Source: an optimization exercise on an open RTL-to-GDS flow (aim: small area). Production flows keep margins and buffers that such runs may drop. The RTL was checked by simulation tests, not by an equivalence proof against the original design. Power figures rest on the tool's default switching activity, not on a simulated workload.

Design main, start of the top module:
module main(
    input clock,
    input [7:0] Instruction,
    input reset,
    output [7:0] read_address,
    output [6:0] BCD_output1,
    output [6:0] BCD_output2,
    output [6:0] BCD_output3,
    output [6:0] BCD_output4
    );
make LEC_CHECK=0 CAP_MARGIN=20 CORE_MARGIN=2 CORE_UTILIZATION=40 SLEW_MARGIN=20 SYNTH_HIERARCHICAL=1 SYNTH_MINIMUM_KEEP_SIZE=0 finish   # period 10.0 ns
run.sh (not shown) runs the stock make flow with config.mk's settings and CLKGATE_MAP_FILE= SYNTH_SCRIPT=/design/flow/synth_recipe.tcl, a recipe that flattens the netlist after the stock synthesis.
Change:
- CTS_BUF_LIST: not set -> sky130_fd_sc_hd__clkbuf_8
- CTS_CLUSTER_DIAMETER: not set -> 80
- CTS_CLUSTER_SIZE: not set -> 20
The changed run passed the timing, design-rule and antenna checks.
Clock skew grows by 0.021 ns.
Sequential power barely changes.
Worst setup slack got worse by 0.0097 ns.
Critical path depth is unchanged.
Count of clock-buffer cells in the layout falls by 23.
Change:
- CORE_UTILIZATION: 40 -> 60
- CTS_BUF_LIST: sky130_fd_sc_hd__clkbuf_8 -> sky130_fd_sc_hd__clkbuf_8 sky130_fd_sc_hd__clkbuf_16
- CTS_CLUSTER_DIAMETER: 80 -> 60
- CTS_CLUSTER_SIZE: 20 -> 30
Flip-flop and latch count is unchanged; via count rises by a few percent; area after synthesis stays the same; worst setup slack gets better by 0.055 ns; power came out higher by roughly a tenth; sequential share of layout area goes down by 1.5 points; utilization is higher by 25 points; routed wire length rose by a few percent.


== garnet ==
Another version of the RTL of main (not shown whole).
Size: ~1,100 cells after synthesis, ~46 I/O pins, about 12,000 sq um of cells after synthesis.
export LEC_CHECK = 0
export CAP_MARGIN = 20
export CORE_MARGIN = 2
export CORE_UTILIZATION = 65
export SLEW_MARGIN = 20
export SYNTH_HIERARCHICAL = 1
export SYNTH_MINIMUM_KEEP_SIZE = 0
create_clock -name core_clock -period 10.0 [get_ports {clock}]
standard.sh (not shown) runs the stock make flow with config.mk's settings and CLKGATE_MAP_FILE= SYNTH_SCRIPT=/design/flow/synth_recipe.tcl, a recipe that flattens the netlist after the stock synthesis.
==> flow/flow/run.sh <==
#!/bin/bash
set -uo pipefail
bash standard.sh 'BUFFER_PORTS_ARGS=-buffer_cell sky130_fd_sc_hd__buf_1' \
  'CTS_ARGS=-sink_clustering_enable -repair_clock_nets -sink_clustering_size 20 -sink_clustering_max_diameter 60 -buf_list sky130_fd_sc_hd__clkbuf_8 -dont_use_dummy_load' \
  finish > standard_sh.log 2>&1
garnet went all the way through the flow, and no timing, DRC or antenna check failed.
diff inputs: garnet => sierra
# garnet
export LEC_CHECK = 0
export CAP_MARGIN = 20
export CORE_MARGIN = 2
export CORE_UTILIZATION = 65
export SLEW_MARGIN = 20
export SYNTH_HIERARCHICAL = 1
export SYNTH_MINIMUM_KEEP_SIZE = 0
create_clock -name core_clock -period 10.0 [get_ports {clock}]
# sierra
export LEC_CHECK = 0
export CAP_MARGIN = 20
export CORE_MARGIN = 2
export CORE_UTILIZATION = 55
export SLEW_MARGIN = 20
export SYNTH_HIERARCHICAL = 1
export SYNTH_MINIMUM_KEEP_SIZE = 0
create_clock -name core_clock -period 10.0 [get_ports {clock}]
==> comparison <==
garnet -> sierra: full die area increased by more than 10%. Cmp sierra and garnet / share of total power in combinational logic / lower: sierra. garnet → sierra: static leakage essentially unchanged; clock power climbed about 4.6%; power grew by about 0.5%; worst hold margin +0.0049 ns; final-layout fill cell count saw an increase. Path depth of the worst reg2reg path across sierra and garnet: no real change. [compare] base=garnet new=sierra: clock-buffer cell count +1, period utilization +0.75 points. In sierra the cell count turned out 3.4% higher than in garnet.


oak:
Starting RTL as in the previous note.
Settings: LEC_CHECK=0, CAP_MARGIN=20, CORE_MARGIN=2, CORE_UTILIZATION=60, SLEW_MARGIN=20, SYNTH_HIERARCHICAL=1, SYNTH_MINIMUM_KEEP_SIZE=0; clock period 10.0 ns.
Scripts as last shown in full above: flow/flow/run.sh
The following lists how pine was set up differently from oak:
==> flow/flow/run.sh <==
#!/bin/bash
set -uo pipefail
bash standard.sh 'BUFFER_PORTS_ARGS=-buffer_cell sky130_fd_sc_hd__buf_1' \
  'CTS_ARGS=-sink_clustering_enable -repair_clock_nets -sink_clustering_size 12 -sink_clustering_max_diameter 50 -buf_list {sky130_fd_sc_hd__clkbuf_4 sky130_fd_sc_hd__clkbuf_8} -dont_use_dummy_load' \
  finish > standard_sh.log 2>&1
## What came out
Delta (pine minus oak): clock insertion delay at the later pin of the skew report increased by 0.02 ns relative to the old numbers, filler-free cell count of the finished design grew by about 0.6%, slew at the pin closest to its max-slew limit shows a reduction of 0.0047 ns, relative contribution of the clock network to total power climbed 2.6 points. oak -> pine: cell area increased slightly. Routed wire length ends up lower on oak.
#### Input delta (birch over pine)
- setting GPL_TIMING_DRIVEN to 0 for the first time
==> flow/flow/run.sh <==
#!/bin/bash
set -uo pipefail
bash standard.sh 'BUFFER_PORTS_ARGS=-buffer_cell sky130_fd_sc_hd__buf_1' \
  'CTS_ARGS=-sink_clustering_enable -repair_clock_nets -sink_clustering_size 20 -sink_clustering_max_diameter 60 -buf_list sky130_fd_sc_hd__clkbuf_8 -dont_use_dummy_load' \
  finish > standard_sh.log 2>&1
==> comparison <==
Looking at the reports, birch completed the entire flow and the layout it produced met the timing, design-rule and antenna checks.
Worst reg-to-reg path cell count down 1 in birch wrt pine
Looking at final critical-path setup slack, birch sits 0.087 ns below pine.
Per the comparison of birch with pine, global-route usage shows a reduction of 1.8 points; finished layout cell area shows a reduction of 140 sq um; worst setup skew after layout shows no meaningful change; wire length after detailed routing shows a reduction of about 6%.
Input changes introduced in maple (baseline for comparison: birch):
- SLEW_MARGIN: 20 -> 0
- CAP_MARGIN: 20 -> 0
- GPL_TIMING_DRIVEN: 0 -> unset
## What came out
Delta (maple minus birch): TritonCTS buffer count grew by 4.8%; global-route usage grew by 1.5 points; core utilization of the finished layout essentially unchanged; final routed wire length divided by cell count went up by 1.0 um; combinational power share closely matched the old numbers. maple improves on birch in worst setup slack for register-to-register paths. The final cell count of maple is higher than that of birch. Going from birch to maple, path depth of the worst reg2reg path grows by 1. maple and birch ended up with roughly the same final standard cell area without fillers. Relative to birch, area of placed instances has increased by about 0.43% in maple. maple: flow completed, timing, DRC and antenna clean. Total length of routed met2 wires on maple is up relative to birch.
diff inputs: maple => cedar
- swapping 0 for 20 in SLEW_MARGIN
- swapping 0 for 20 in CAP_MARGIN
==> flow/flow/run.sh <==
#!/bin/bash
set -uo pipefail
bash standard.sh 'BUFFER_PORTS_ARGS=-buffer_cell sky130_fd_sc_hd__buf_1' \
  'CTS_ARGS=-sink_clustering_enable -repair_clock_nets -sink_clustering_size 12 -sink_clustering_max_diameter 50 -buf_list "sky130_fd_sc_hd__clkbuf_4 sky130_fd_sc_hd__clkbuf_8" -dont_use_dummy_load' \
  finish > standard_sh.log 2>&1
==> comparison <==
- As far as cell total after placement goes, cedar and maple are indistinguishable; the numbers are identical.
- HPWL after detailed placement essentially unchanged between cedar and maple.
- Starting utilization of the core area came out exactly the same in cedar and maple.
- cedar did not finish: a tool error stopped it during clock tree synthesis.
- maple reached the end of the flow, and the finished layout is clean on the timing, design-rule and antenna checks.
- On width of the chip, maple tracks cedar almost exactly.


Setup of indigo:
main, a different RTL version from the one above (not shown whole).
For scale: ~300 flip-flops, about 46 I/O pins, about 12,000 sq um of cells after synthesis.
Settings: LEC_CHECK=0, CAP_MARGIN=20, CORE_MARGIN=2, CORE_UTILIZATION=70, PLACE_DENSITY=0.78, SLEW_MARGIN=20, SYNTH_HIERARCHICAL=1, SYNTH_MINIMUM_KEEP_SIZE=0; clock period 10.0 ns.
==> flow/flow/run.sh <==
#!/bin/bash
set -uo pipefail
bash standard.sh 'BUFFER_PORTS_ARGS=-buffer_cell sky130_fd_sc_hd__buf_1' \
  'CTS_ARGS=-sink_clustering_enable -repair_clock_nets -sink_clustering_size 20 -sink_clustering_max_diameter 60 -buf_list sky130_fd_sc_hd__clkbuf_8 -dont_use_dummy_load' \
  finish > standard_sh.log 2>&1
Setup changes, indigo to pepper
# indigo
export LEC_CHECK = 0
export CAP_MARGIN = 20
export CORE_MARGIN = 2
export CORE_UTILIZATION = 70
export PLACE_DENSITY = 0.78
export SLEW_MARGIN = 20
export SYNTH_HIERARCHICAL = 1
export SYNTH_MINIMUM_KEEP_SIZE = 0
create_clock -name core_clock -period 10.0 [get_ports {clock}]
# pepper
export LEC_CHECK = 0
export CAP_MARGIN = 20
export CORE_MARGIN = 2
export CORE_UTILIZATION = 60
export SLEW_MARGIN = 20
export SYNTH_HIERARCHICAL = 1
export SYNTH_MINIMUM_KEEP_SIZE = 0
create_clock -name core_clock -period 10.0 [get_ports {clock}]
==> results.txt <==
Looking at buffer count excluding the clock tree in the final layout, pepper sits 2 lower than indigo does. pepper — number of search-and-repair iterations in the first detailed-routing pass 4 higher, indigo as reference. When pepper is measured against indigo, its routed wire length on met2 turns out 4.3% higher. pepper vs indigo, count of placed standard cells in the final layout, fillers left out went up by 44. The share of final-layout standard cells stronger than drive strength 1 of pepper falls short of that of indigo by 1.4 points. Area of the multi-input gates was lower in pepper than in indigo. indigo reached the end of the flow, and the finished layout is clean on the timing, design-rule and antenna checks. pepper: full flow OK, the timing, design-rule and antenna checks passed. Compared pepper vs indigo, and period utilization is up in pepper. Compare indigo and pepper | die area higher: pepper. Lower post-layout total power among indigo and pepper: indigo.
Input changes introduced in willow (baseline for comparison: pepper):
==> flow/flow/run.sh <==
#!/bin/bash
set -uo pipefail
bash standard.sh 'BUFFER_PORTS_ARGS=-buffer_cell sky130_fd_sc_hd__buf_1' \
  'CTS_ARGS=-sink_clustering_enable -repair_clock_nets -sink_clustering_size 25 -sink_clustering_max_diameter 50 -buf_list sky130_fd_sc_hd__clkbuf_8 -dont_use_dummy_load' \
  finish > standard_sh.log 2>&1
[summary]
willow: PASS, flow complete, no timing, DRC or antenna violations
The routed wire length on willow is in line with that on pepper.
willow ended up with a higher critical path depth than pepper did.
Compared with pepper, in willow wire length the detailed router placed on met1 now sits lower; final standard cell area without fillers now sits higher; internal power consumption now sits higher.
Looking at number of antenna violations at the first check in global routing, willow sits above pepper.

-- separate check: timing with driven ports --
The flow's constraints put no driver on any port. The routed layouts listed below were extracted and timed again, unchanged, in two steps.
Step 1 sets driving cells, clkbuf_16 on the clock port and buf_2 on the other inputs (assumed; they add their load-dependent delay and slew).
Step 2, shift: input delay + t, output delay - t, t = (earliest + latest rising clock arrival at the registers) / 2. This alone moves slack from input paths to output paths.
Three values: no drivers, after step 1, after step 2; two values: the first two.
run | t (ns) | slack for setup (ns) | worst setup path after step 2 | pins driven straight from the clock port
the first run of note 1 | 0.600 | 0.199 / 0.175 / 0.175 | input to output | 1
the second run of note 1 | 0.595 | 0.189 / 0.165 / 0.165 | input to output | 1
the third run of note 1 | 0.579 | 0.244 / 0.221 / 0.221 | input to output | 1
garnet | 0.562 | 0.430 / 0.410 / 0.410 | input to output | 1
sierra | 0.583 | 0.355 / 0.335 / 0.335 | input to output | 1
oak | 0.585 | 0.505 / 0.484 / 0.484 | input to output | 1
pine | 0.601 | 0.476 / 0.455 / 0.455 | input to output | 1
birch | 0.577 | 0.390 / 0.366 / 0.366 | input to output | 1
maple | 0.585 | 0.505 / 0.484 / 0.484 | input to output | 1
indigo | 0.558 | 0.297 / 0.276 / 0.276 | input to output | 1
pepper | 0.579 | 0.274 / 0.249 / 0.249 | input to output | 1
willow | 0.591 | 0.322 / 0.297 / 0.297 | input to output | 1
After both steps every run listed still meets setup and hold.
